This design comes from an exercise in tuning for small area on the open sky130 flow, not from production work. Function was checked by simulation only, so behaviour that the tests miss may differ from the original.

<file path="design/flow/config.mk">
export PLATFORM = sky130hd
export DESIGN_NAME = IG
export DESIGN_NICKNAME = IG
export VERILOG_FILES = /design/flow/design.v
export SDC_FILE = /design/flow/constraint.sdc
export NUM_CORES = 4
export LEC_CHECK = 0
export CAP_MARGIN = 20
export CORE_MARGIN = 2
export CORE_UTILIZATION = 45
export CTS_BUF_LIST = sky130_fd_sc_hd__clkbuf_16
export CTS_CLUSTER_DIAMETER = 80
export CTS_CLUSTER_SIZE = 25
export GPL_TIMING_DRIVEN = 0
export PLACE_DENSITY = 0.7
export SLEW_MARGIN = 20
</file>
<file path="design/flow/constraint.sdc">
create_clock -name core_clock -period 10.0 [get_ports {clk}]
set_input_delay 2.0000 -clock core_clock [delete_from_list [all_inputs] [get_ports {clk}]]
set_output_delay 2.0000 -clock core_clock [all_outputs]
set_load 0.01 [all_outputs]
</file>
<file path="design/flow/design.v">
module IG(
	clk,
	rst,
	mode_w,
	datain,
	dataout,
	DCT_out,
	IDCT_out,
	state
);
input clk,rst,mode_w;
input [21:0] datain;
output [21:0] dataout;
output [11:0] DCT_out;
output [7:0] IDCT_out;
output [5:0] state;
wire [5:0] state_trans;      
wire [21:0] dataout_trans;   
wire [22:0] even_dru,odd_dru;  
wire [21:0] acfout,bdegout;   
wire [21:0] idruout,dataout_temp;  
wire [21:0] addsum,subsum;   
reg mode;
assign state=state_trans;
assign dataout=dataout_temp;
assign DCT_out=dataout_temp[20:9]+dataout_temp[8];
assign IDCT_out=dataout_temp[13:6]+dataout_temp[5];
dru mydru(
	.opa(acfout),
	.opb(bdegout),
	.addsum(addsum),
	.subsum(subsum),
	.datain(datain[21:10]),
	.datain_trans(dataout_trans),
	.rst(rst),
	.clk(clk),
	.mode(mode),
	.state(state_trans[2:0]),
	.even(even_dru),
	.odd(odd_dru)
);
acf myacf(
	.datain(even_dru),
	.clk(clk),
	.rst(rst),
	.mode(mode),
	.state(state_trans[2:0]),
	.dataout(acfout)
);
bdeg mybdeg(
	.datain(odd_dru),
	.clk(clk),
	.rst(rst),
	.mode(mode),
	.state(state_trans[2:0]),
	.dataout(bdegout)
);
idru myidru(
	.MUXA(acfout),
	.MUXB(bdegout),
	.add(addsum),
	.sub(subsum),
	.rst(rst),
	.clk(clk),
	.mode(mode),
	.state(state_trans[2:0]),
	.out_2_trans(idruout),
	.out_2_port(dataout_temp)
);
transpose mytrans(
	clk,
	rst,
	state_trans,
	idruout,
	dataout_trans
);
state_counter mystate_counter(
	clk,
	rst,
	state_trans
);
always@(posedge clk or negedge rst)begin
	if (!rst)begin
		mode<=0;
	end
	else begin
		mode<=mode_w;
	end
end
endmodule
module state_counter(
	clk,
	rst,
	state
);
input clk,rst;
output [5:0] state;
reg [5:0] state;
wire [5:0] state_w;
assign state_w=state+6'b000001;
always@(posedge clk or negedge rst)begin
	if(!rst)begin
		state<=6'b000000;
	end
	else begin
		state<=state_w;
	end
end
endmodule
module transpose(
	clk,
	rst,
	state,
	datain,
	dataout
);
input clk,rst;
input [5:0] state;
input [21:0] datain;
output [21:0] dataout;
reg [21:0] dataout;
reg [21:0] pre [6:0];
reg [21:0] dl1 [6:0];
reg [21:0] dl2 [13:0];
reg [21:0] dl3 [27:0];
reg f64,f128;
wire [5:0] p1,p2,p3,ko,ki;
wire s1,s2,s3;
wire [21:0] x1,y1,y2,y3;
wire [6:0] d;
wire valid;
integer i;
assign p1=state-6'd18;
assign p2=state-6'd25;
assign p3=state-6'd39;
assign s1=!p1[0]&p1[3];
assign s2=!p2[1]&p2[4];
assign s3=!p3[2]&p3[5];
assign x1=pre[6];
assign y1=s1?x1:dl1[6];
assign y2=s2?y1:dl2[13];
assign y3=s3?y2:dl3[27];
assign ko=state-6'd3;
assign ki={ko[2:0],ko[5:3]};
assign d=7'd56+{1'b0,ko}-{1'b0,ki};
assign valid=f128|(f64?({1'b1,state}>=d):({1'b0,state}>=d));
always@(posedge clk)begin
	pre[0]<=datain;
	for(i=1;i<7;i=i+1) pre[i]<=pre[i-1];
	dl1[0]<=s1?dl1[6]:x1;
	for(i=1;i<7;i=i+1) dl1[i]<=dl1[i-1];
	dl2[0]<=s2?dl2[13]:y1;
	for(i=1;i<14;i=i+1) dl2[i]<=dl2[i-1];
	dl3[0]<=s3?dl3[27]:y2;
	for(i=1;i<28;i=i+1) dl3[i]<=dl3[i-1];
end
always@(posedge clk or negedge rst)begin
	if(!rst)begin
		f64<=1'b0;
		f128<=1'b0;
		dataout<=22'b0;
	end
	else begin
		f64<=f64|(state==6'd63);
		f128<=f128|(f64&(state==6'd63));
		dataout<=valid?y3:22'b0;
	end
end
endmodule
module dru(
	opa,
	opb,
	addsum,
	subsum,
	datain,
	datain_trans,
	rst,
	clk,
	mode,
	state,
	even,
	odd
);
input [21:0] opa,opb;
output [21:0] addsum,subsum;
input [11:0] datain;
input [21:0] datain_trans;
input clk,rst,mode;
input [2:0] state;
output [22:0] even,odd;
reg [11:0] datain_r;
reg [21:0] datain_trans_r;
reg [22:0] even,odd;
reg [21:0] lifo0,lifo1,lifo2,lifo3;
wire [2:0] state_fit;
wire [21:0] din,MUXA,MUXB;
wire [22:0] l3,mb,add,sub,x,y;
assign state_fit=state-3'b001;
assign din={datain_r,10'b0};
assign MUXA=state_fit[2]?datain_trans_r:din;
assign MUXB=state_fit[2]?din:datain_trans_r;
assign l3={lifo3[21],lifo3};
assign mb={MUXB[21],MUXB};
assign x=mode?{opa[21],opa}:l3;
assign y=mode?{opb[21],opb}:mb;
cia #(.W(23),.B(6)) uadd(.a(x),.b(y),.ci(1'b0),.s(add));
cia #(.W(23),.B(6)) usub(.a(x),.b(~y),.ci(1'b1),.s(sub));
assign addsum=add[21:0];
assign subsum=sub[21:0];
always@(posedge clk or negedge rst)begin
	if(!rst)begin
		lifo0<=22'b0;
		lifo1<=22'b0;
		lifo2<=22'b0;
		lifo3<=22'b0;
		even<=23'b0;
		odd<=23'b0;
		datain_r<=12'b0;
	end
	else begin
		if(state_fit[1:0]==2'b00) lifo0<=MUXA;
		case(state_fit[1:0])
			2'b00: lifo1<=lifo0;
			2'b01: lifo1<=MUXA;
			default: ;
		endcase
		case(state_fit[1:0])
			2'b10: lifo2<=MUXA;
			2'b11: ;
			default: lifo2<=lifo1;
		endcase
		lifo3<=(state_fit[1:0]==2'b11)?MUXA:lifo2;
		if(mode)begin
			even<=state_fit[0]?l3:mb;
			odd<=state_fit[0]?mb:l3;
		end
		else begin
			even<=add;
			odd<=sub;
		end
		datain_r<=datain;
	end
end
always@(posedge clk)begin
	datain_trans_r<=datain_trans;
end
endmodule
module acf(
	datain,
	clk,
	rst,
	mode,  
	state,
	dataout
);
input [22:0] datain;
input clk,rst,mode;
input [2:0] state;
output [21:0] dataout;
wire [23:0] temp1,temp2,temp3,temp4,temp5,temp7,temp8,temp9,temp10,temp14;
reg [21:0] multa,multc;
reg [20:0] multf_r;
wire [21:0] multf={multf_r[20],multf_r};
wire [2:0] state_fit;
wire [1:0] g;
reg [23:0] acc0_r,acc1_r,acc2_r,acc3_r;
reg [21:0] ds0,ds1,ds2,ds3;
wire [23:0] o0,o1,o2,o3;
wire [21:0] p0,p1,p2,p3;
wire [23:0] sum0,sum1,sum2,sum3;
assign temp1={{2{datain[22]}},datain[22:1]};
assign temp2={{3{datain[22]}},datain[22:2]};
assign temp3={{4{datain[22]}},datain[22:3]};
assign temp4={{5{datain[22]}},datain[22:4]};
assign temp5={{6{datain[22]}},datain[22:5]};
assign temp7={{8{datain[22]}},datain[22:7]};
assign temp8={{9{datain[22]}},datain[22:8]};
assign temp9={{10{datain[22]}},datain[22:9]};
assign temp10={{11{datain[22]}},datain[22:10]};
assign temp14={{15{datain[22]}},datain[22:14]};
wire [21:0] ma,mc,as1,ac1,as2,ac2,as3,ac3,cs1,cc1,cs2,cc2;
wire [20:0] mf_n,fs1,fc1,fs2,fc2;
csa #(.W(22)) ua1(.x(temp2[21:0]),.y(temp4[21:0]),.z(temp5[21:0]),.cin(1'b0),.s(as1),.c(ac1));
csa #(.W(22)) ua2(.x(as1),.y(ac1),.z(temp7[21:0]),.cin(1'b0),.s(as2),.c(ac2));
csa #(.W(22)) ua3(.x(as2),.y(ac2),.z(temp9[21:0]),.cin(1'b0),.s(as3),.c(ac3));
cia #(.W(22),.B(11)) uma(.a(as3),.b(ac3),.ci(1'b0),.s(ma));
csa #(.W(22)) uc1(.x(temp1[21:0]),.y(~temp5[21:0]),.z(~temp7[21:0]),.cin(1'b1),.s(cs1),.c(cc1));
csa #(.W(22)) uc2(.x(cs1),.y(cc1),.z(temp10[21:0]),.cin(1'b0),.s(cs2),.c(cc2));
cia #(.W(22),.B(11)) umc(.a(cs2),.b(cc2),.ci(1'b1),.s(mc));
csa #(.W(21)) uf1(.x(temp3[20:0]),.y(temp4[20:0]),.z(temp8[20:0]),.cin(1'b0),.s(fs1),.c(fc1));
csa #(.W(21)) uf2(.x(fs1),.y(fc1),.z(~temp14[20:0]),.cin(1'b0),.s(fs2),.c(fc2));
cia #(.W(21),.B(11)) umf(.a(fs2),.b(fc2),.ci(1'b1),.s(mf_n));
assign state_fit=state-3'b011;
assign g=state_fit[1:0];
reg n0,n1,n2,n3;
wire swap,sa0,sa1;
wire [21:0] x,y;
assign swap=mode?(g==2'd2):(g==2'd0||g==2'd3);
assign x=swap?multf:multc;
assign y=swap?multc:multf;
assign sa0=!(mode&&(g==2'd1||g==2'd2));
assign sa1=mode&&(g==2'd0||g==2'd3);
assign o0={{2{p0[21]}},p0};
assign p0=sa0?multa:x;
assign o1={{2{p1[21]}},p1};
assign p1=sa1?multa:y;
assign o2={{2{p2[21]}},p2};
assign p2=sa0?multa:y;
assign o3={{2{p3[21]}},p3};
assign p3=sa1?multa:x;
always@(*)begin
	if(mode)begin
		case(g)
			2'd0: begin n0=0; n1=1; n2=1; n3=0; end
			2'd1: begin n0=0; n1=0; n2=1; n3=1; end
			2'd2: begin n0=0; n1=1; n2=0; n3=1; end
			default: begin n0=0; n1=0; n2=0; n3=0; end
		endcase
	end
	else begin
		case(g)
			2'd0: begin n0=0; n1=1; n2=0; n3=1; end
			2'd1: begin n0=0; n1=1; n2=1; n3=0; end
			2'd2: begin n0=0; n1=0; n2=1; n3=1; end
			default: begin n0=0; n1=0; n2=0; n3=0; end
		endcase
	end
end
cia #(.W(24),.B(8)) uacc0(.a(acc0_r),.b(o0^{24{n0}}),.ci(n0),.s(sum0));
cia #(.W(24),.B(8)) uacc1(.a(acc1_r),.b(o1^{24{n1}}),.ci(n1),.s(sum1));
cia #(.W(24),.B(8)) uacc2(.a(acc2_r),.b(o2^{24{n2}}),.ci(n2),.s(sum2));
cia #(.W(24),.B(8)) uacc3(.a(acc3_r),.b(o3^{24{n3}}),.ci(n3),.s(sum3));
assign dataout=ds0;
always@(posedge clk or negedge rst)begin
	if(!rst)begin
		acc0_r<=24'h2;
		acc1_r<=24'h2;
		acc2_r<=24'h2;
		acc3_r<=24'h2;
		ds0<=22'h0;
		ds1<=22'h0;
		ds2<=22'h0;
	end
	else begin
		if(g==2'd3)begin
			acc0_r<=24'h2;
			acc1_r<=24'h2;
			acc2_r<=24'h2;
			acc3_r<=24'h2;
			ds0<=sum0[23:2];
			ds1<=sum1[23:2];
			ds2<=sum2[23:2];
		end
		else begin
			acc0_r<=sum0;
			acc1_r<=sum1;
			acc2_r<=sum2;
			acc3_r<=sum3;
			ds0<=ds1;
			ds1<=ds2;
			ds2<=ds3;
		end
	end
end
always@(posedge clk)begin
	ds3<=sum3[23:2];
	multa<=ma;
	multc<=mc;
	multf_r<=mf_n;
end
endmodule
module bdeg(
	datain,
	clk,
	rst,
	mode,  
	state,
	dataout
);
input [22:0] datain;
input clk,rst,mode;
input [2:0] state;
output [21:0] dataout;
wire [23:0] temp1,temp2,temp3,temp4,temp5,temp7,temp8,temp9,temp11,temp12,temp13;
reg [21:0] multb,multd,multe;
reg [19:0] multg_r;
wire [21:0] multg={{2{multg_r[19]}},multg_r};
wire [2:0] state_fit;
wire [1:0] g;
reg [23:0] acc0_r,acc1_r,acc2_r,acc3_r;
reg [21:0] ds0,ds1,ds2,ds3;
wire [23:0] o0,o1,o2,o3;
wire [23:0] sum0,sum1,sum2,sum3;
assign temp1={{2{datain[22]}},datain[22:1]};
assign temp2={{3{datain[22]}},datain[22:2]};
assign temp3={{4{datain[22]}},datain[22:3]};
assign temp4={{5{datain[22]}},datain[22:4]};
assign temp5={{6{datain[22]}},datain[22:5]};
assign temp7={{8{datain[22]}},datain[22:7]};
assign temp8={{9{datain[22]}},datain[22:8]};
assign temp9={{10{datain[22]}},datain[22:9]};
assign temp11={{12{datain[22]}},datain[22:11]};
assign temp12={{13{datain[22]}},datain[22:12]};
assign temp13={{14{datain[22]}},datain[22:13]};
wire [21:0] mb,md,me,bs1,bc1,bs2,bc2,ds1_,dc1_,ds2_,dc2_,ds3_,dc3_,ds4_,dc4_,es1,ec1,es2,ec2;
wire [19:0] mg_n,gs1,gc1,gs2,gc2;
csa #(.W(22)) ub1(.x(temp1[21:0]),.y(~temp7[21:0]),.z(~temp9[21:0]),.cin(1'b1),.s(bs1),.c(bc1));
csa #(.W(22)) ub2(.x(bs1),.y(bc1),.z(temp13[21:0]),.cin(1'b0),.s(bs2),.c(bc2));
cia #(.W(22),.B(11)) umb(.a(bs2),.b(bc2),.ci(1'b1),.s(mb));
csa #(.W(22)) ud1(.x(temp2[21:0]),.y(temp3[21:0]),.z(temp5[21:0]),.cin(1'b0),.s(ds1_),.c(dc1_));
csa #(.W(22)) ud2(.x(temp7[21:0]),.y(temp9[21:0]),.z(~temp12[21:0]),.cin(1'b0),.s(ds2_),.c(dc2_));
csa #(.W(22)) ud3(.x(ds1_),.y(dc1_),.z(ds2_),.cin(1'b0),.s(ds3_),.c(dc3_));
csa #(.W(22)) ud4(.x(ds3_),.y(dc3_),.z(dc2_),.cin(1'b0),.s(ds4_),.c(dc4_));
cia #(.W(22),.B(11)) umd(.a(ds4_),.b(dc4_),.ci(1'b1),.s(md));
csa #(.W(22)) ue1(.x(temp2[21:0]),.y(temp5[21:0]),.z(~temp8[21:0]),.cin(1'b0),.s(es1),.c(ec1));
csa #(.W(22)) ue2(.x(es1),.y(ec1),.z(temp11[21:0]),.cin(1'b0),.s(es2),.c(ec2));
cia #(.W(22),.B(11)) ume(.a(es2),.b(ec2),.ci(1'b1),.s(me));
csa #(.W(20)) ug1(.x(temp4[19:0]),.y(temp5[19:0]),.z(temp8[19:0]),.cin(1'b0),.s(gs1),.c(gc1));
csa #(.W(20)) ug2(.x(gs1),.y(gc1),.z(~temp13[19:0]),.cin(1'b0),.s(gs2),.c(gc2));
cia #(.W(20),.B(11)) umg(.a(gs2),.b(gc2),.ci(1'b1),.s(mg_n));
assign state_fit=state-3'b011;
assign g=state_fit[1:0];
reg n0,n1,n2,n3;
reg [1:0] k;
wire [21:0] u0,u1,u2,u3,r0,r1,r2,r3;
assign u0=k[1]?multg:multb;
assign u1=k[1]?multd:multe;
assign u2=k[1]?multb:multg;
assign u3=k[1]?multe:multd;
assign r0=k[0]?u1:u0;
assign r1=k[0]?u2:u1;
assign r2=k[0]?u3:u2;
assign r3=k[0]?u0:u3;
assign o0={{2{r0[21]}},r0};
assign o1={{2{r3[21]}},r3};
assign o2={{2{r1[21]}},r1};
assign o3={{2{r2[21]}},r2};
always@(*)begin
	if(mode)begin
		case(g)
			2'd0: begin k=2'd3; n0=0; n1=1; n2=1; n3=1; end
			2'd1: begin k=2'd1; n0=0; n1=1; n2=0; n3=0; end
			2'd2: begin k=2'd0; n0=0; n1=0; n2=0; n3=0; end
			default: begin k=2'd2; n0=0; n1=1; n2=0; n3=1; end
		endcase
	end
	else begin
		case(g)
			2'd0: begin k=2'd2; n0=0; n1=1; n2=0; n3=1; end
			2'd1: begin k=2'd1; n0=0; n1=1; n2=0; n3=0; end
			2'd2: begin k=2'd3; n0=0; n1=1; n2=1; n3=1; end
			default: begin k=2'd0; n0=0; n1=0; n2=0; n3=0; end
		endcase
	end
end
cia #(.W(24),.B(8)) uacc0(.a(acc0_r),.b(o0^{24{n0}}),.ci(n0),.s(sum0));
cia #(.W(24),.B(8)) uacc1(.a(acc1_r),.b(o1^{24{n1}}),.ci(n1),.s(sum1));
cia #(.W(24),.B(8)) uacc2(.a(acc2_r),.b(o2^{24{n2}}),.ci(n2),.s(sum2));
cia #(.W(24),.B(8)) uacc3(.a(acc3_r),.b(o3^{24{n3}}),.ci(n3),.s(sum3));
assign dataout=ds0;
always@(posedge clk or negedge rst)begin
	if(!rst)begin
		acc0_r<=24'h2;
		acc1_r<=24'h2;
		acc2_r<=24'h2;
		acc3_r<=24'h2;
		ds0<=22'h0;
		ds1<=22'h0;
		ds2<=22'h0;
	end
	else begin
		if(g==2'd3)begin
			acc0_r<=24'h2;
			acc1_r<=24'h2;
			acc2_r<=24'h2;
			acc3_r<=24'h2;
			ds0<=sum0[23:2];
			ds1<=sum1[23:2];
			ds2<=sum2[23:2];
		end
		else begin
			acc0_r<=sum0;
			acc1_r<=sum1;
			acc2_r<=sum2;
			acc3_r<=sum3;
			ds0<=ds1;
			ds1<=ds2;
			ds2<=ds3;
		end
	end
end
always@(posedge clk)begin
	ds3<=sum3[23:2];
	multb<=mb;
	multd<=md;
	multe<=me;
	multg_r<=mg_n;
end
endmodule
module idru(
	MUXA,
	MUXB,
	add,
	sub,
	rst,
	clk,
	mode,  
	state,
	out_2_trans,
	out_2_port
);
input [21:0] MUXA,MUXB,add,sub;
input clk,rst,mode;
input [2:0] state;
output [21:0] out_2_trans,out_2_port;
reg [21:0] q0,q1,q2,q3;
wire [21:0] v,w,outnew;
wire [2:0] state_fit;
wire [1:0] g;
assign state_fit=state-3'b011;
assign g=state_fit[1:0];
assign v=mode?sub:MUXA;
assign w=mode?sub:MUXB;
assign outnew=mode?add:(g==2'd0)?MUXA:(g==2'd2)?q1:q0;
assign out_2_trans=state_fit[2]?q3:outnew;
assign out_2_port=state_fit[2]?outnew:q3;
always@(posedge clk or negedge rst)begin
	if(!rst)begin
		q0<=22'b0;
		q1<=22'b0;
		q2<=22'b0;
		q3<=22'b0;
	end
	else begin
		q3<=(mode&&g==2'd3)?v:q2;
		if(g==2'd2) q2<=v;
		else if(!(mode&&g==2'd3)) q2<=q1;
		if(mode)begin
			if(g==2'd0) q1<=q0;
			else if(g==2'd1) q1<=v;
		end
		else begin
			case(g)
				2'd0: q1<=q0;
				2'd2: q1<=w;
				default: q1<=v;
			endcase
		end
		if(mode?(g==2'd0):(g!=2'd2)) q0<=w;
	end
end
endmodule
module cia #(parameter W=24, parameter B=6) (
	input [W-1:0] a,
	input [W-1:0] b,
	input ci,
	output [W-1:0] s
);
localparam N=(W+B-1)/B;
wire [W-1:0] t;
wire [W-1:0] cin;    
wire [W-1:0] cout;
wire [W-1:0] iin;    
wire [N:0] cb;       
genvar i,k;
generate
	for(i=0;i<W;i=i+1)begin: bits
		if(i==0) begin: b0
			assign cin[i]=ci;
			assign iin[i]=1'b0;
		end
		else if(i%B==0) begin: first
			assign cin[i]=1'b0;
			assign iin[i]=cb[i/B];
		end
		else begin: rest
			assign cin[i]=cout[i-1];
			assign iin[i]=iin[i-1]&t[i-1];
		end
		assign t[i]=a[i]^b[i]^cin[i];
		assign cout[i]=(a[i]&b[i])|(cin[i]&(a[i]^b[i]));
		assign s[i]=t[i]^iin[i];
	end
	assign cb[0]=ci;
	for(k=0;k<N;k=k+1)begin: blocks
		localparam LO=k*B;
		localparam HI=(k*B+B>W)?W:k*B+B;
		if(k==0) begin: bk0
			assign cb[1]=cout[HI-1];
		end
		else begin: bk
			assign cb[k+1]=cout[HI-1]|(cb[k]&(&t[HI-1:LO]));
		end
	end
endgenerate
endmodule
module csa #(parameter W=24) (
	input [W-1:0] x,
	input [W-1:0] y,
	input [W-1:0] z,
	input cin,
	output [W-1:0] s,
	output [W-1:0] c
);
wire [W-1:0] m;
assign s=x^y^z;
assign m=(x&y)|(x&z)|(y&z);
assign c={m[W-2:0],cin};
endmodule
</file>
<file path="design/flow/run.sh">
#!/bin/bash
# synth_recipe.tcl (not shown) runs the flow's synth.tcl, then flattens the netlist and writes it again
# the make line also repeats each setting of config.mk as NAME=value (left out here)
make -C /OpenROAD-flow-scripts/flow DESIGN_CONFIG=/design/flow/config.mk WORK_HOME=/design/flow/orfs CLKGATE_MAP_FILE= SYNTH_SCRIPT=/design/flow/synth_recipe.tcl finish
</file>
==> run summary, run 1 <==
Hold WC Path Type reg2reg; crit path from mystate_counter.state[0]; global routing's busiest layer met2; num rows 153; hold buffers post-CTS 0; DP Area 82000 um^2; violation count after the first detailed-route iteration 3486; post-DR wirelength/cell 22.7 um; pin count of the biggest net entering global routing 101; top cells by area, synth dfxtp_1, dfrtp_1, fa_1; vias in the first global route 45.2k; Clk pin slew, worst setup/hold paths 100 ps; status timing/DRC/antenna clean; Worst Path Arrival 7810 ps; area leader, netlist dfxtp_1; clock tree from TritonCTS done; FMAX 102 MHz; syn_area_per_cell 13.3 um^2; EDFF count, synth 0; Hold Startpoint mytrans.dl3[13][19]; synth cell count leaders dfxtp_1, fa_1, dfrtp_1; count leader, synth dfxtp_1; Final Skew 65.2 ps; required time worst endpoint 8000 ps; endpoints failing setup 0; startpoint type of the worst setup path register; part of the Yosys area used for sequential elements 55.8%; first-pass GRT wire length 291000 um; Synth Register Bits 2036; Critical Path Fanout Max 15; asr flop ratio synth 28.8%; layout cell share with drive strength beyond 1 9.44%; Final Max Slew Viols 0; grt met3 use 3.54%; core area 173000 um^2; Final period util 98.1%; DRC Markers 0; number of max-cap violations 0; Die H 421 um; Die W 421 um; Worst setup EP type primary output; total gr overflow 0; final hold violation count 0; Tightest Pin Transition 1240 ps; yosys warns 11; Initial Utilization 45.1%; Max H-tree Level 3; RSZ-0062 raised after global routing false; area growth from synthesis to layout 9.43%; DP Wirelength 147000 um; Detail Route Antenna Nets 0; number of port buffers 62; Clock Sink Count 2036; Slew HR 16.3%; Post-Route WL 192000 um; met1 usage 31.6%; via/cell ratio 5.07; Nets 6999; Fillers 14.9k; vias 42.9k; full die area 177000 um^2; critical path class reg2out; Post-Syn Area 78300 um^2; Total GRT Usage 21.9%; initial antenna violation count 7; worst skew pair latency 790 ps; DR pass1 iterations 6; FF-to-FF Start mystate_counter.state[0]; Tmin final 9810 ps; library cells used by synthesis 61; GP Congestion 0.979; CTS Buf Count 103; CTS Root Cell clkbuf_16; Final Instance Area 85700 um^2; Yosys top cell area share 37.1%; met2 Use GR 33.4%; Post-synth top flop dfxtp_1; Gate Count Post-Synth 5891; Syn Nets 6815; Clock Path Buffers 3; I/O pins 73
kinds of logic (layout without fill, tap and decap cells):
group | Yosys count | in the layout | share of synthesized area [%]
AND/OR/NAND/NOR | 776 | 776 | 4.68
XOR/XNOR | 249 | 249 | 2.85
buffers and inverters | 687 | 928 | 3.39
multiplexers | 646 | 646 | 8.74
other | 0 | 4 | 0
adder cells (fa/ha/maj) | 899 | 899 | 20.0
flip-flops | 2036 | 2036 | 55.8
AO/OA/AOI/OAI | 598 | 598 | 4.50
repair_timing:
| item | 4_1_cts | 5_1_grt |
|---|---|---|
| setup buffers | 8 | 5 |
| endpoints found under the setup margin | 74 | 8 |
| pin swaps | 3 | 6 |
| resized for setup | 71 | 14 |
cells in the final DEF (no fill, tap or decap), types with 16 or more instances in the layout:
master,instances
fa_1,586
xnor2_1,165
buf_1,28
mux2_2,293
dfxtp_1,1449
nor2b_1,180
clkbuf_16,104
a211oi_1,52
nand2_1,218
a21o_1,28
and3_1,24
a21oi_1,254
nand4_1,16
nor3_1,29
clkbuf_1,132
nor2_1,245
ha_1,311
inv_1,465
xor2_1,77
mux2i_1,341
buf_4,17
clkdlybuf4s50_1,57
buf_2,49
a22oi_1,16
nand2b_1,23
dfrtp_1,576
a221oi_1,23
o21ai_0,151
flip-flops by register name, indices dropped and copies added, names as in the netlist, 24 cells and up:
name / count
myacf.acc1_r: 24
myacf.acc0_r: 24
mybdeg.acc2_r: 24
myacf.acc2_r: 24
mybdeg.acc1_r: 24
mytrans.dl3: 616
mybdeg.acc0_r: 24
myacf.acc3_r: 24
mybdeg.acc3_r: 24
mytrans.pre: 154
mytrans.dl2: 308
mytrans.dl1: 154
critical path, cell delays in order, from the launching register on:
cell and delay, ps:
dfrtp_2 380, buf_6 170, clkinvlp_4 180, clkbuf_16 240, ha_4 210, xnor2_4 170
clkbuf_8 210, nand2_1 140, o21ai_2 180, ha_1 160, inv_1 50, fa_1 410
inv_1 90, fa_1 230, fa_1 190, inv_1 60, fa_1 450, fa_1 460
inv_2 130, ha_1 190, a21oi_1 100, o21ai_0 840, ha_1 600, ha_1 260
inv_1 70, nor2_1 130, xor2_1 150, clkdlybuf4s50_1 550
stage by stage:
step | TNS [ps] | setup WS [ps] | hold slack (ps) | instances | util [%]
final | 0 | 185 | 312 | 8461 | 49.4
after global routing | 0 | 0.258 | 320 | 8457 | 49.4
after CTS | 0 | 5.19 | 314 | 8452 | 49.3
after detailed placement | -54480 | -1970 | 312 | 8286 | 47.3
after global placement | - | -20210 | 310 | 8278 | 47.2
after floorplan | 0 | 783 | 310 | 5891 | -
worst paths after layout:
kind	end	slack, ps	cells after the start
hold reg to reg	mytrans.dl3[14][19]	310	0
min in group asynchronous	myacf.ds2[21]	1120	1
max in group asynchronous	myidru.q2[9]	7150	4
setup reg to reg	myacf.ds1[21]	430	30
setup / recovery	IDCT_out[6]	190	27
hold / removal	mytrans.dl3[14][19]	310	0
metal layers:
| metal | vias up | wire [um] |
|---|---|---|
| met5 | - | 13 |
| met4 | 2 | 6540 |
| met3 | 272 | 11700 |
| met2 | 1269 | 86100 |
| met1 | 22000 | 88000 |
| li1 | 19400 | - |
cell type report:
class | instances | area (um^2) | share of cell area, %
Clock inverter | 59 | 656 | 0.765
Inverter | 450 | 1700 | 1.98
Timing Repair Buffer | 83 | 938 | 1.10
Multi-Input combinational cell | 3168 | 32100 | 37.5
Clock buffer | 103 | 2580 | 3.01
Antenna cell | 4 | 10.0 | 0.0117
Buffer | 233 | 1080 | 1.26
Sequential cell | 2036 | 43700 | 51.0
Tap cell | 2325 | 2910 | 3.40
==> inputs of run 2 (changes only) <==
--- a/design/flow/config.mk
+++ b/design/flow/config.mk
@@ -10,7 +10,5 @@
 export CORE_UTILIZATION = 45
 export CTS_BUF_LIST = sky130_fd_sc_hd__clkbuf_16
-export CTS_CLUSTER_DIAMETER = 80
-export CTS_CLUSTER_SIZE = 25
-export GPL_TIMING_DRIVEN = 0
-export PLACE_DENSITY = 0.7
+export CTS_CLUSTER_DIAMETER = 100
+export CTS_CLUSTER_SIZE = 27
 export SLEW_MARGIN = 20
==> run 2 against run 1 <==
  * Clock-buffer cell count is 15 lower
  * Critical path depth is 5 higher
  * Non-clock buffer count is 161 lower
  * Design area is 1.5% lower
  * Clock skew is 5.2 ps lower
  * Sequential share of layout area is 0.76 points higher
  * Cell count is 2.2% lower
  * Register-to-register slack better by 780 ps
  * Routed wire length is 18% lower
  * Synthesized area stayed put
  * Die area stayed put
  * Sequential cell count stayed put
  * Critical path type unchanged
==> run summary, run 2 <==
status timing/DRC/antenna clean; Post-Route WL 158000 um (-18%); core area 173000 um^2 (unchanged); yosys warns 11 (unchanged); hold buffers post-CTS 0 (unchanged); xor/xnor share of the synthesized area 2.85% (unchanged); DRC Markers 0 (unchanged); area leader, netlist dfxtp_1; startpoint type of the worst setup path register; Tightest Pin Transition 1090 ps (-157 ps); Top reg by flops mytrans.dl3; Total GRT Usage 18.2% (-3.7 points); most frequent cells in the layout dfxtp_1, fa_1, dfrtp_1; part of the Yosys area used for sequential elements 55.8% (unchanged); post-DR wirelength/cell 19.1 um (-16%); vias 40.0k (-6.9%); vias in the first global route 41.6k (-8.1%); Tmin final 9560 ps (-259 ps); CTS Buf Count 87 (-16%); most common cell after layout, fill and taps aside dfxtp_1; top cells by area, synth dfxtp_1, dfrtp_1, fa_1; Simple-Gate Fraction of Synth Area 4.68% (unchanged); family with the most delay on the worst path adder cells; most frequent CP cell ha_1; Final Skew 60.0 ps (-5.20 ps); Die H 421 um (unchanged); Clock Path Buffers 3 (unchanged); Critical Path Slowest Stage Cell clkdlybuf4s50_1; Initial Utilization 45.1% (unchanged); DP Wirelength 115000 um (-22%); Largest register FFs 616 (unchanged); Post-Syn Area 78300 um^2 (unchanged); initial antenna violation count 3 (-4); area growth from synthesis to layout 7.83%; clock tree from TritonCTS done; final hold violation count 0 (unchanged); Yosys top cell area share 37.1% (unchanged); Synth Area in Compound Gates 4.50% (unchanged); via/cell ratio 4.83 (-4.8%); pin count of the biggest net entering global routing 160 (+58%); asr flop ratio synth 28.8% (unchanged); Clk pin slew, worst setup/hold paths 120 ps (+20 ps); syn_area_per_cell 13.3 um^2 (unchanged); required time worst endpoint 8000 ps (about the same); critical path class reg2out; Syn Nets 6815 (unchanged); Hold Slack 302 ps (-10.2 ps); Worst Path Arrival 7560 ps (-250 ps); Final Max Slew Viols 0 (unchanged); Critical Path Fanout Max 7 (-8); final setup TNS 0 ps (unchanged); Worst setup EP type primary output; GP Congestion 0.898 (-8.3%); layout cell share with drive strength beyond 1 9.22% (-0.22 points); Final period util 95.6% (-2.6 points); Detail Route Antenna Nets 0 (unchanged); total gr overflow 0 (unchanged); Adder-Cell Fraction of Synth Area 20.0% (unchanged); post-synthesis mux area share 8.74% (unchanged); first-pass GRT wire length 249000 um (-14%); largest family of logic cells by synthesized area adder cells; FMAX 105 MHz (+2.7%); Gate Count Post-Synth 5891 (unchanged); worst skew pair latency 770 ps (-20 ps); I/O pins 73 (unchanged); Slew HR 26.9% (+11 points); library cells used by synthesis 61 (unchanged); synth cell count leaders dfxtp_1, fa_1, dfrtp_1; Nets 6822 (-2.5%); count leader, synth dfxtp_1; number of port buffers 62 (unchanged); DR pass1 iterations 5 (-1); Hold WC Path Type reg2reg; violation count after the first detailed-route iteration 2365 (-32%); num rows 153 (unchanged); Post-synth top flop dfxtp_1; endpoints failing setup 0 (unchanged); CTS Root Cell clkbuf_16; number of max-cap violations 0 (unchanged); CP Buf/Inv Count 9 (-1); Max H-tree Level 3 (unchanged); Top Registers mytrans.dl3: 616 flops, mytrans.dl2: 308 flops; Clock Sink Count 2036 (unchanged); Die W 421 um (unchanged); Critical Path Max Stage Delay 550 ps (-290 ps); Synth Register Bits 2036 (unchanged); full die area 177000 um^2 (unchanged); EDFF count, synth 0 (unchanged)
-- run 2: cell types whose count changed in the layout (fill, tap and decap cells not counted), sizes merged --
cell,before,now
dlymetal6s2s,4,3
clkbuf,249,88
clkinv,23,12
buf,109,94
bufinv,0,1
inv,484,482
clkdlybuf4s50,57,58
-- run 2: layout make-up --
type / count / area (um^2)
antenna: 4 / 10.0
clock buffer: 88 / 2200
clock inverter: 47 / 367
fill: 15300 / 89000
inverter: 450 / 1690
multi-input combinational: 3168 / 32100
sequential: 2036 / 43700
tap: 2325 / 2910
timing repair buffer: 155 / 1370
-- run 2: worst reg2reg max path: cells and delay by family, from the launching register on --
kind / cells / cell delay (ps)
flops: 1 / 420
buf+inv: 4 / 1210
mux: 3 / 780
fa+ha+maj: 14 / 4450
compound gates: 1 / 630
xor+xnor: 4 / 1140
-- run 2: repair_timing --
item,4_1_cts,5_1_grt
gates resized for setup,1,14
cloned,0,1
pin swaps,0,4
setup buffers,0,4
endpoints found under the setup margin,1,6
-- run 2: stage by stage --
| stage | utilization, % | cells | worst slack [ps] | area, um^2 |
|---|---|---|---|---|
| 3_5_place_dp | 47.1 | 8129 | 896 | 81700 |
| 3_3_place_gp | 47.1 | 8129 | 944 | 81700 |
| 4_1_cts | 48.6 | 8264 | 113 | 84300 |
| 2_1_floorplan | - | 5891 | 783 | 78300 |
| 6_report | 48.7 | 8273 | 444 | 84400 |
| 5_1_grt | 48.7 | 8270 | -48.3 | 84400 |
-- run 2: metal layers --
metal	share of wire (%)	wire length, um	vias to the layer above	track usage [%]
li1	-	-	19000	-
met1	47	74800	20200	26.1
met2	47	74900	592	29.7
met3	3.2	5110	152	2.02
met4	2.1	3380	0	4.15
met5	0	0	-	0
-- run 2: final timing paths --
path / slack (ps) / cells after the start / startpoint / endpoint
min: 300 / 0 / mytrans.dl2[12][1] / mytrans.dl2[13][1]
min in group asynchronous: 1270 / 1 / rst / mybdeg.acc3_r[5]
min reg2reg: 300 / 0 / mytrans.dl2[12][1] / mytrans.dl2[13][1]
max in group asynchronous: 6500 / 3 / rst / mybdeg.ds0[20]
max: 440 / 32 / mystate_counter.state[0] / DCT_out[8]
max reg2reg: 1210 / 26 / mystate_counter.state[0] / mybdeg.ds0[21]
-- run 2: cell families after synthesis --
group           Yosys count
compound gates          598
mux                     646
simple gates            776
buf+inv                 687
xor+xnor                249
flops                  2036
fa+ha+maj               899
==> inputs of run 3 (changes only) <==
--- a/design/flow/config.mk
+++ b/design/flow/config.mk
@@ -8,5 +8,5 @@
 export CAP_MARGIN = 20
 export CORE_MARGIN = 2
-export CORE_UTILIZATION = 45
+export CORE_UTILIZATION = 55
 export CTS_BUF_LIST = sky130_fd_sc_hd__clkbuf_16
 export CTS_CLUSTER_DIAMETER = 100
==> run 3 against run 2 <==
  * Clock skew is 18 ps higher
  * Global-route usage rose by 4.1 points
  * Sequential share of layout area grew 0.25 points
  * Synthesized cell count stayed put
  * Worst setup slack gained 19 ps
  * Cell count decreased by 5.3%
==> run summary, run 3 <==
register area 43700 um^2 (unchanged); first-pass GRT wire length 246000 um (-1.2%); Die H 381 um (-9.5%); Clock Sink Count 2036 (unchanged); endpoints failing setup 0 (unchanged); library cells used by synthesis 61 (unchanged); count leader, synth dfxtp_1; pin count of the biggest net entering global routing 169 (+5.6%); area growth from synthesis to layout 7.31%; Clk pin slew, worst setup/hold paths 110 ps (about the same); Largest register FFs 616 (unchanged); synth cell count leaders dfxtp_1, fa_1, dfrtp_1; required time worst endpoint 8000 ps (about the same); Clock Path Buffers 3 (unchanged); post-DR wirelength/cell 20.0 um (+4.6%); Tightest Pin Transition 1170 ps (+84.8 ps); Critical Path Fanout Max 11 (+4); Detail Route Antenna Nets 0 (unchanged); reg2reg path depth 28 (+7.7%); setup slack, reg-to-reg 1280 ps (+70 ps); most frequent CP cell ha_1; Post-Syn Area 78300 um^2 (unchanged); final setup TNS 0 ps (unchanged); DRC Markers 0 (unchanged); Final Instance Area 84000 um^2 (-0.48%); # diodes 0 (-4); Worst setup EP type primary output; part of the Yosys area used for sequential elements 55.8% (unchanged); RSZ-0062 raised after global routing false; vias 39.8k (-0.37%); startpoint type of the worst setup path register; Post-Route Utilization 59.4% (+11 points); Adder-Cell Fraction of Synth Area 20.0% (unchanged); Final Skew 78.0 ps (+18.0 ps); most common cell after layout, fill and taps aside dfxtp_1; Total GRT Usage 22.3% (+4.1 points); status timing/DRC/antenna clean; Max H-tree Level 3 (unchanged); Yosys top cell area share 37.1% (unchanged); initial antenna violation count 9 (+6); syn_area_per_cell 13.3 um^2 (unchanged); Tmin final 9540 ps (-19.3 ps); full die area 145000 um^2 (-18%); Nets 6820 (-0.029%); Critical Path Slowest Stage Cell fa_1; I/O pins 73 (unchanged); asr flop ratio synth 28.8% (unchanged); number of max-cap violations 0 (unchanged); Synth Register Bits 2036 (unchanged); yosys warns 11 (unchanged); Fillers 11.3k (-26%); number of port buffers 62 (unchanged); DP Area 81200 um^2 (-0.60%); Hold WC Path Type reg2reg; Top reg by flops mytrans.dl3; critical path class reg2out; total gr overflow 0 (unchanged); core area 141000 um^2 (-18%); DP Wirelength 112000 um (-2.3%); violation count after the first detailed-route iteration 2465 (+4.2%); Final period util 95.4% (-0.19 points); hold buffers post-CTS 0 (unchanged); area leader, netlist dfxtp_1; Post-synth top flop dfxtp_1; clock tree from TritonCTS done; crit path to DCT_out[9]; Slew HR 21.9% (-5.0 points); Gate Count Post-Synth 5891 (unchanged); FF-to-FF Start mydru.odd[9]; Synth Area in Compound Gates 4.50% (unchanged); via/cell ratio 5.08 (+5.2%); Worst Path Arrival 7540 ps (-20 ps); FMAX 105 MHz (+0.20%); top cells by area, synth dfxtp_1, dfrtp_1, fa_1; reg-to-reg critical path endpoint mybdeg.multd[21]; area of the multi-input gates 32100 um^2 (about the same); largest family of logic cells by synthesized area adder cells; crit path from mystate_counter.state[1]; Die W 381 um (-9.5%); num rows 138 (-9.8%); Post-Route WL 157000 um (-0.90%); final hold violation count 0 (unchanged); Top Registers mytrans.dl3: 616 flops, mytrans.dl2: 308 flops; Initial Utilization 55.4% (+10 points); Critical Path Max Stage Delay 620 ps (+70 ps); CTS Buf Count 89 (+2.3%); Simple-Gate Fraction of Synth Area 4.68% (unchanged); CTS Root Cell clkbuf_16; vias in the first global route 41.4k (-0.49%); layout cell share with drive strength beyond 1 9.18% (-0.040 points); Syn Nets 6815 (unchanged); Final Max Slew Viols 0 (unchanged); worst skew pair latency 780 ps (about the same); xor/xnor share of the synthesized area 2.85% (unchanged); DR pass1 iterations 5 (unchanged); most frequent cells in the layout dfxtp_1, fa_1, dfrtp_1; EDFF count, synth 0 (unchanged); post-synthesis mux area share 8.74% (unchanged); GP Congestion 0.895 (-0.33%)
==> run 3: through the flow <==
stage	worst slack [ps]	cells	hold slack (ps)
after floorplan	783	5891	310
after global placement	691	7694	310
after detailed placement	648	7694	312
after CTS	19.3	7837	277
after global routing	23.5	7838	284
final	464	7838	279
==> run 3: worst min path at each step <==
stage,to,cells past startpoint,from
floorplan,mytrans.dl1[1][0],0,mytrans.dl1[0][0]
global placement,mytrans.pre[1][10],0,mytrans.pre[0][10]
detailed placement,mytrans.dl1[6][17],0,mytrans.dl1[5][17]
CTS,mytrans.dl3[5][20],0,mytrans.dl3[4][20]
global route,mytrans.pre[2][19],0,mytrans.pre[1][19]
finish,mytrans.pre[4][20],0,mytrans.pre[3][20]
==> run 3: critical path, delay by kind of cell (launching register included) <==
kind / cells / cell delay [ps]
XOR/XNOR: 3 / 540
AO/OA/AOI/OAI: 4 / 790
flip-flops: 1 / 410
buffers and inverters: 6 / 1190
AND/OR/NAND/NOR: 3 / 460
adder cells (fa/ha/maj): 12 / 3350
==> run 3: cells by family (layout without fill, tap and decap cells) <==
| logic type | count (synthesis) | count (layout) |
|---|---|---|
| muxes | 646 | 646 |
| xor gates and xnor gates | 249 | 249 |
| DFF | 2036 | 2036 |
| adders and majority gates | 899 | 899 |
| AOI/OAI and AO/OA | 598 | 598 |
| buffers and inverters | 687 | 744 |
| and+or+nand+nor | 776 | 776 |
==> run 3: final cells by class <==
cell class	count	share of cell area [%]
well taps	1890	2.82
flip-flops and latches	2036	52.0
multi-input cells	3168	38.3
inverters	450	2.01
clock buffers	90	2.68
clock inverters	53	0.567
repair buffers	151	1.62
==> run 3: per-layer routing <==
layer / share of wire, % / global-route usage, % / wire length [um]
met5: 0.015 / 0 / 23
met3: 4.3 / 3.65 / 6710
met2: 45 / 34.0 / 70000
met4: 4.9 / 9.52 / 7710
met1: 46 / 31.7 / 72400
==> run 3: repair_timing <==
item	4_1_cts	5_1_grt
gates resized for setup	4	5
buffers inserted	0	1
pin swaps	0	1
gates cloned	0	0
setup endpoints to repair	5	5
==> inputs of run 4 (changes only) <==
--- a/design/flow/design.v
+++ b/design/flow/design.v
@@ -265,5 +265,7 @@
 wire [1:0] g;
 reg [23:0] acc0_r,acc1_r,acc2_r,acc3_r;
-reg [21:0] ds0,ds1,ds2,ds3;
+reg [21:0] ds0,ds1,ds2;
+wire [23:0] acc3_in;
+assign acc3_in=(g==2'd0)?24'h2:acc3_r;
 wire [23:0] o0,o1,o2,o3;
 wire [21:0] p0,p1,p2,p3;
@@ -330,5 +332,5 @@
 cia #(.W(24),.B(8)) uacc1(.a(acc1_r),.b(o1^{24{n1}}),.ci(n1),.s(sum1));
 cia #(.W(24),.B(8)) uacc2(.a(acc2_r),.b(o2^{24{n2}}),.ci(n2),.s(sum2));
-cia #(.W(24),.B(8)) uacc3(.a(acc3_r),.b(o3^{24{n3}}),.ci(n3),.s(sum3));
+cia #(.W(24),.B(8)) uacc3(.a(acc3_in),.b(o3^{24{n3}}),.ci(n3),.s(sum3));
 assign dataout=ds0;
 always@(posedge clk or negedge rst)begin
@@ -343,9 +345,9 @@
 	end
 	else begin
+		acc3_r<=sum3;
 		if(g==2'd3)begin
 			acc0_r<=24'h2;
 			acc1_r<=24'h2;
 			acc2_r<=24'h2;
-			acc3_r<=24'h2;
 			ds0<=sum0[23:2];
 			ds1<=sum1[23:2];
@@ -356,13 +358,11 @@
 			acc1_r<=sum1;
 			acc2_r<=sum2;
-			acc3_r<=sum3;
 			ds0<=ds1;
 			ds1<=ds2;
-			ds2<=ds3;
+			ds2<=acc3_r[23:2];
 		end
 	end
 end
 always@(posedge clk)begin
-	ds3<=sum3[23:2];
 	multa<=ma;
 	multc<=mc;
@@ -389,5 +389,7 @@
 wire [1:0] g;
 reg [23:0] acc0_r,acc1_r,acc2_r,acc3_r;
-reg [21:0] ds0,ds1,ds2,ds3;
+reg [21:0] ds0,ds1,ds2;
+wire [23:0] acc3_in;
+assign acc3_in=(g==2'd0)?24'h2:acc3_r;
 wire [23:0] o0,o1,o2,o3;
 wire [23:0] sum0,sum1,sum2,sum3;
@@ -457,5 +459,5 @@
 cia #(.W(24),.B(8)) uacc1(.a(acc1_r),.b(o1^{24{n1}}),.ci(n1),.s(sum1));
 cia #(.W(24),.B(8)) uacc2(.a(acc2_r),.b(o2^{24{n2}}),.ci(n2),.s(sum2));
-cia #(.W(24),.B(8)) uacc3(.a(acc3_r),.b(o3^{24{n3}}),.ci(n3),.s(sum3));
+cia #(.W(24),.B(8)) uacc3(.a(acc3_in),.b(o3^{24{n3}}),.ci(n3),.s(sum3));
 assign dataout=ds0;
 always@(posedge clk or negedge rst)begin
@@ -470,9 +472,9 @@
 	end
 	else begin
+		acc3_r<=sum3;
 		if(g==2'd3)begin
 			acc0_r<=24'h2;
 			acc1_r<=24'h2;
 			acc2_r<=24'h2;
-			acc3_r<=24'h2;
 			ds0<=sum0[23:2];
 			ds1<=sum1[23:2];
@@ -483,13 +485,11 @@
 			acc1_r<=sum1;
 			acc2_r<=sum2;
-			acc3_r<=sum3;
 			ds0<=ds1;
 			ds1<=ds2;
-			ds2<=ds3;
+			ds2<=acc3_r[23:2];
 		end
 	end
 end
 always@(posedge clk)begin
-	ds3<=sum3[23:2];
 	multb<=mb;
 	multd<=md;
--- a/design/flow/config.mk
+++ b/design/flow/config.mk
@@ -8,5 +8,5 @@
 export CAP_MARGIN = 20
 export CORE_MARGIN = 2
-export CORE_UTILIZATION = 55
+export CORE_UTILIZATION = 45
 export CTS_BUF_LIST = sky130_fd_sc_hd__clkbuf_16
 export CTS_CLUSTER_DIAMETER = 100
==> run 4 against run 3 <==
  * Utilization shrank 11 points
  * Still clean
  * Worst setup slack lost 67 ps
  * Die area up 22%
  * Clock-buffer cell count unchanged
  * First-iteration DRC count up 7.6%
==> run summary, run 4 <==
reg2reg path depth 29 (+3.6%); vias 40.4k (+1.5%); FF-to-FF Start mode; most common cell after layout, fill and taps aside dfxtp_1; family with the most delay on the worst path adder cells; number of max-cap violations 0 (unchanged); Top reg by flops mytrans.dl3; DR pass1 iterations 5 (unchanged); Hold Startpoint mytrans.pre[0][20]; Tmin final 9600 ps (+67.4 ps); Clk pin slew, worst setup/hold paths 110 ps (about the same); Critical Path Slowest Stage Cell dfrtp_4; worst skew pair latency 760 ps (-20 ps); num rows 152 (+10%); Final period util 96.0% (+0.67 points); number of port buffers 62 (unchanged); most frequent cells in the layout dfxtp_1, fa_1, dfrtp_1; crit path from mode; synth cell count leaders dfxtp_1, fa_1, dfrtp_1; Placed Cells 8168 (+6.2%); Worst Path Arrival 7600 ps (+60 ps); GP Congestion 0.869 (-2.9%); setup slack, reg-to-reg 1010 ps (-270 ps); library cells used by synthesis 76 (+25%); post-DR wirelength/cell 18.9 um (-5.6%); Nets 6876 (+0.82%); I/O pins 73 (unchanged); top cells by area, synth dfxtp_1, dfrtp_1, fa_1; reg-to-reg critical path endpoint mybdeg.ds1[21]; Post-Syn Area 78200 um^2 (-0.12%); area of the multi-input gates 32600 um^2 (+1.5%); via/cell ratio 4.86 (-4.4%); Post-synth top flop dfxtp_1; Final Skew 66.2 ps (-11.9 ps); Clock Path Buffers 3 (unchanged); required time worst endpoint 8000 ps (about the same); pre-CTS WS 503 ps (-145 ps); first-pass GRT wire length 248000 um (+0.61%); CTS Buf Count 88 (-1.1%); Critical Path Max Stage Delay 810 ps (+190 ps); Fillers 15.0k (+33%); pin count of the biggest net entering global routing 139 (-18%); violation count after the first detailed-route iteration 2653 (+7.6%); Hold Slack 303 ps (+23.3 ps); register area 42800 um^2 (-2.0%); Gate Count Post-Synth 5961 (+1.2%); Hold WC Path Type reg2reg; total gr overflow 0 (unchanged); non-filler cells in the finished layout 8316 (+6.1%); area leader, netlist dfxtp_1; Hold Path End mytrans.pre[1][20]; hold depth 0 (unchanged); syn_area_per_cell 13.1 um^2 (-1.3%); Die H 421 um (+10%); DP Wirelength 114000 um (+1.4%); Max H-tree Level 3 (unchanged); Syn Nets 6885 (+1.0%); DRC Markers 0 (unchanged); endpoints failing setup 0 (unchanged); Initial Utilization 45.4% (-9.9 points); part of the Yosys area used for sequential elements 54.8% (-1.1 points); layout cell share with drive strength beyond 1 9.67% (+0.49 points); Detail Route Antenna Nets 0 (unchanged); status timing/DRC/antenna clean; startpoint type of the worst setup path register; Total GRT Usage 18.3% (-4.0 points); CP Buf/Inv Count 6 (unchanged); count leader, synth dfxtp_1; crit path cell chain buf_4, inv_2, o21ai_0, inv_1, ha_1, fa_1, fa_1, inv_1, fa_1, fa_1, inv_1, fa_1, a41o_1, ha_1, ha_1, ha_1, ha_1, a21oi_1, o21ai_0, clkdlybuf4s50_1; Final WS setup 396 ps (-67.4 ps); area growth from synthesis to layout 7.55%; clock tree from TritonCTS done; FMAX 104 MHz (-0.70%); Worst setup EP type primary output; Final Max Slew Viols 0 (unchanged); core area 172000 um^2 (+22%); Die W 421 um (+10%); Critical Path Fanout Max 50 (+39); Tightest Pin Transition 1120 ps (-51.6 ps); vias in the first global route 41.5k (+0.36%); Slew HR 25.4% (+3.5 points); initial antenna violation count 14 (+5); hold buffers post-CTS 0 (unchanged); yosys warns 11 (unchanged); EDFF count, synth 0 (unchanged); Synth Register Bits 1992 (-2.2%); Yosys top cell area share 36.0% (-1.1 points); Top Registers mytrans.dl3: 616 flops, mytrans.dl2: 308 flops; CTS Root Cell clkbuf_16; full die area 177000 um^2 (+22%); final hold violation count 0 (unchanged); Post-Route WL 157000 um (+0.18%); Clock Sink Count 1992 (-2.2%); critical path class reg2out; Largest register FFs 616 (unchanged); asr flop ratio synth 29.5% (+0.64 points)
## run 4: stage by stage
stage               utilization, %  cell area [um^2]  setup TNS [ps]
finish                        48.9             84100               0
global placement              47.3             81300               0
floorplan                        -             78200               0
detailed placement            47.3             81300               0
CTS                           48.8             84000               0
global route                  48.9             84100           -5.36
## run 4: final cells by class
cell class              instances  share of cell area [%]
clock buffers                  90                    2.68
clock inverters                48                   0.495
multi-input cells            3257                    38.8
diodes                          6                  0.0179
inverters                     460                    2.05
flip-flops and latches       1992                    50.9
repair buffers                153                    1.59
well taps                    2310                    3.44
## run 4: layer usage
metal	up-vias	track usage [%]	part of all wire [%]
met2	629	28.8	46
met5	-	0	0.014
met1	20300	26.8	48
met3	176	2.13	3.3
met4	4	4.79	2.5
li1	19200	-	-
## run 4: logic make-up after synthesis
| logic type | after synthesis | synth area share (%) |
|---|---|---|
| AOI/OAI and AO/OA | 670 | 5.18 |
| xor gates and xnor gates | 248 | 2.83 |
| adders and majority gates | 899 | 20.0 |
| buffers and inverters | 712 | 3.75 |
| DFF | 1992 | 54.8 |
| muxes | 595 | 8.23 |
| and+or+nand+nor | 845 | 5.23 |
## run 4: how the worst max path moves through the flow
stage                  endpoint  depth (start not counted)  slack (ps)
finish              dataout[21]                         20         400
CTS                 DCT_out[11]                         28          80
floorplan           DCT_out[11]                         28         830
detailed placement  DCT_out[11]                         25         500
global route        DCT_out[11]                         28          -5
global placement    DCT_out[11]                         25         540
## run 4: repair_timing
action	CTS	global route
pin swaps	1	2
buffers inserted	1	3
gates cloned	0	0
endpoints found under the setup margin	2	7
gates resized for setup	2	6
==> inputs of run 5 (changes only) <==
--- a/design/flow/config.mk
+++ b/design/flow/config.mk
@@ -11,4 +11,4 @@
 export CTS_BUF_LIST = sky130_fd_sc_hd__clkbuf_16
 export CTS_CLUSTER_DIAMETER = 100
-export CTS_CLUSTER_SIZE = 27
+export CTS_CLUSTER_SIZE = 28
 export SLEW_MARGIN = 20
==> run 5 against run 4 <==
  * Still clean
  * Clock-buffer cell count decreased by 3
  * Routed wire length about the same
  * Register-to-register slack improved by 20 ps
  * Synthesized cell count unchanged
  * Cell count about the same
  * Worst setup slack got worse by 110 ps
  * Global-route usage about the same
  * Hold slack improved by 8.6 ps
  * Non-clock buffer count unchanged
  * Highest routed layer unchanged
==> run summary, run 5 <==
syn_area_per_cell 13.1 um^2 (unchanged); required time worst endpoint 8000 ps (about the same); number of max-cap violations 0 (unchanged); vias in the first global route 41.5k (-0.022%); Clock Sink Count 1992 (unchanged); Tmin final 9720 ps (+112 ps); reg2reg path depth 32 (+10%); Detail Route Antenna Nets 0 (unchanged); Syn Nets 6885 (unchanged); Clock Path Buffers 3 (unchanged); startpoint type of the worst setup path register; hold depth 0 (unchanged); Synth Register Bits 1992 (unchanged); Critical Path Fanout Max 22 (-56%); post-DR wirelength/cell 18.9 um (about the same); layout cell share with drive strength beyond 1 9.67% (about the same); grt met3 use 1.96% (-0.18 points); DP Wirelength 114000 um (unchanged); Post-Syn Area 78200 um^2 (unchanged); Tightest Pin Transition 1120 ps (-3.32 ps); total gr overflow 0 (unchanged); Top reg by flops mytrans.dl3; setup slack, reg-to-reg 1030 ps (+20 ps); I/O pins 73 (unchanged); initial antenna violation count 12 (-2); Clk pin slew, worst setup/hold paths 110 ps (about the same); Gate Count Post-Synth 5961 (unchanged); DP Area 81300 um^2 (unchanged); final hold violation count 0 (unchanged); Die W 421 um (unchanged); vias 40.3k (-0.14%); Final Skew 76.1 ps (+10.0 ps); met1 usage 26.8% (+0.098 points); Slew HR 25.6% (+0.22 points); via/cell ratio 4.85 (about the same); DR pass1 iterations 5 (unchanged); EDFF count, synth 0 (unchanged); CTS Root Cell clkbuf_16; reg-to-reg critical path endpoint myacf.acc3_r[23]; Nets 6874 (-0.029%); pre-CTS WS 503 ps (unchanged); FMAX 103 MHz (-1.2%); Hold Path End mytrans.pre[1][5]; area leader, netlist dfxtp_1; Largest register FFs 616 (unchanged); Post-synth top flop dfxtp_1; status timing/DRC/antenna clean; Hold Startpoint mytrans.pre[0][5]; violation count after the first detailed-route iteration 2704 (+1.9%); area growth from synthesis to layout 7.52% (about the same); most frequent cells in the layout dfxtp_1, fa_1, dfrtp_1; CTS Buf Count 86 (-2.3%); GP Congestion 0.869 (unchanged); Hold WC Path Type reg2reg; Die H 421 um (unchanged); global routing's busiest layer met2; crit path cell chain inv_1, ha_1, buf_4, xor2_2, buf_4, mux2i_1, a21oi_1, fa_1, fa_1, inv_1, fa_1, fa_1, inv_1, fa_1, a41o_1, ha_1, ha_1, ha_1, ha_1, a21oi_1, o21ai_0, clkdlybuf4s50_1; FF-to-FF Start mystate_counter.state[0]; full die area 177000 um^2 (unchanged); Max H-tree Level 3 (unchanged); Worst Path Arrival 7720 ps (+120 ps); CP Buf/Inv Count 6 (unchanged); Hold Slack 311 ps (+8.60 ps); Total GRT Usage 18.3% (about the same); Final period util 97.2% (+1.1 points); Critical Path Slowest Stage Cell clkdlybuf4s50_1; top cells by area, synth dfxtp_1, dfrtp_1, fa_1; pin count of the biggest net entering global routing 139 (unchanged); Yosys top cell area share 36.0% (unchanged); Final Instance Area 84100 um^2 (about the same); hold buffers post-CTS 0 (unchanged); clock tree from TritonCTS done; part of the Yosys area used for sequential elements 54.8% (unchanged); critical path class reg2out; worst skew pair latency 760 ps (about the same); Initial Utilization 45.4% (unchanged); yosys warns 11 (unchanged); endpoints failing setup 0 (unchanged); Worst setup EP type primary output; Post-Route WL 157000 um (about the same); num rows 152 (unchanged); count leader, synth dfxtp_1; Top Registers mytrans.dl3: 616 flops, mytrans.dl2: 308 flops; Final WS setup 284 ps (-112 ps); first-pass GRT wire length 248000 um (about the same); core area 172000 um^2 (unchanged); number of port buffers 62 (unchanged); met2 Use GR 28.8% (-0.039 points); library cells used by synthesis 76 (unchanged); synth cell count leaders dfxtp_1, fa_1, dfrtp_1; asr flop ratio synth 29.5% (unchanged); Critical Path Max Stage Delay 730 ps (-80 ps); Final Max Slew Viols 0 (unchanged); DRC Markers 0 (unchanged); most common cell after layout, fill and taps aside dfxtp_1; Fillers 15.0k (-0.027%); family with the most delay on the worst path adder cells
run 5: what timing repair did:
item	4_1_cts	5_1_grt
pin swaps	1	2
setup endpoints to repair	2	8
resized for setup	2	7
buffers inserted	1	3
run 5: stage by stage:
step | utilization, % | cells | setup TNS, ps
2_1_floorplan | - | 5961 | 0
3_3_place_gp | 47.3 | 8168 | 0
3_5_place_dp | 47.3 | 8168 | 0
4_1_cts | 48.8 | 8302 | 0
5_1_grt | 48.8 | 8307 | -6.76
6_report | 48.8 | 8312 | 0
run 5: worst max path at each step:
stage / cells past startpoint / slack, ps / startpoint / end
after floorplan: 28 / 830 / mystate_counter.state[0] / DCT_out[11]
after global placement: 25 / 540 / mystate_counter.state[0] / DCT_out[11]
after detailed placement: 25 / 500 / mystate_counter.state[0] / DCT_out[11]
after CTS: 28 / 70 / mystate_counter.state[0] / DCT_out[11]
after global routing: 28 / -7 / mystate_counter.state[0] / DCT_out[11]
final: 22 / 280 / mystate_counter.state[0] / dataout[21]
run 5: logic make-up after synthesis:
kind of cell,count (synthesis),share of synthesized area (%)
AOI/OAI and AO/OA,670,5.18
xor gates and xnor gates,248,2.83
adders and majority gates,899,20.0
buffers and inverters,712,3.75
DFF,1992,54.8
muxes,595,8.23
and+or+nand+nor,845,5.23
run 5: area by class of cell:
cell class,count,area (um^2),share of cell area (%)
inverter,460,1730,2.05
tap,2310,2890,3.44
clock inverter,46,459,0.546
sequential,1992,42800,50.9
antenna,7,17.5,0.0208
clock buffer,87,2180,2.59
multi-input combinational,3257,32600,38.8
timing repair buffer,153,1340,1.60
run 5: metal layers:
layer | share of wire (%) | routed length [um]
met5 | 0.0083 | 13
met4 | 2.6 | 4080
met3 | 3.1 | 4870
met2 | 46 | 72200
met1 | 48 | 75900

[afterwards: timing with drivers on the ports]
The flow's constraints put no driver on any port. The routed layouts listed below were extracted and timed again, unchanged, in two steps. Step 1 (the two cells are an assumption about what drives the block):
set clk [get_ports {clk}]
set_driving_cell -lib_cell sky130_fd_sc_hd__clkbuf_16 $clk
set_driving_cell -lib_cell sky130_fd_sc_hd__buf_2 [delete_from_list [all_inputs] $clk]
Step 2 times the ports against the registers' clock, not the clock port: input delays grow and output delays shrink by t, the midpoint of the rising clock arrivals with the driver on. Three values: no drivers, after step 1, after step 2; two values: the first two.
| run | shift t [ns] | slack for setup (ns) | worst slew at a driven data input, ns | pins driven straight from the clock port |
|---|---|---|---|---|
| run 1 | 0.832 | 0.185 / 0.109 / 0.428 | 0.07 | 1 |
| run 2 | 0.821 | 0.444 / 0.361 / 1.182 | 0.07 | 1 |
| run 3 | 0.819 | 0.464 / 0.384 / 1.203 | 0.05 | 1 |
| run 4 | 0.806 | 0.396 / 0.312 / 1.011 | 0.07 | 1 |
| run 5 | 0.808 | 0.284 / 0.201 / 1.009 | 0.07 | 1 |
After both steps setup and hold are still met in every run listed.
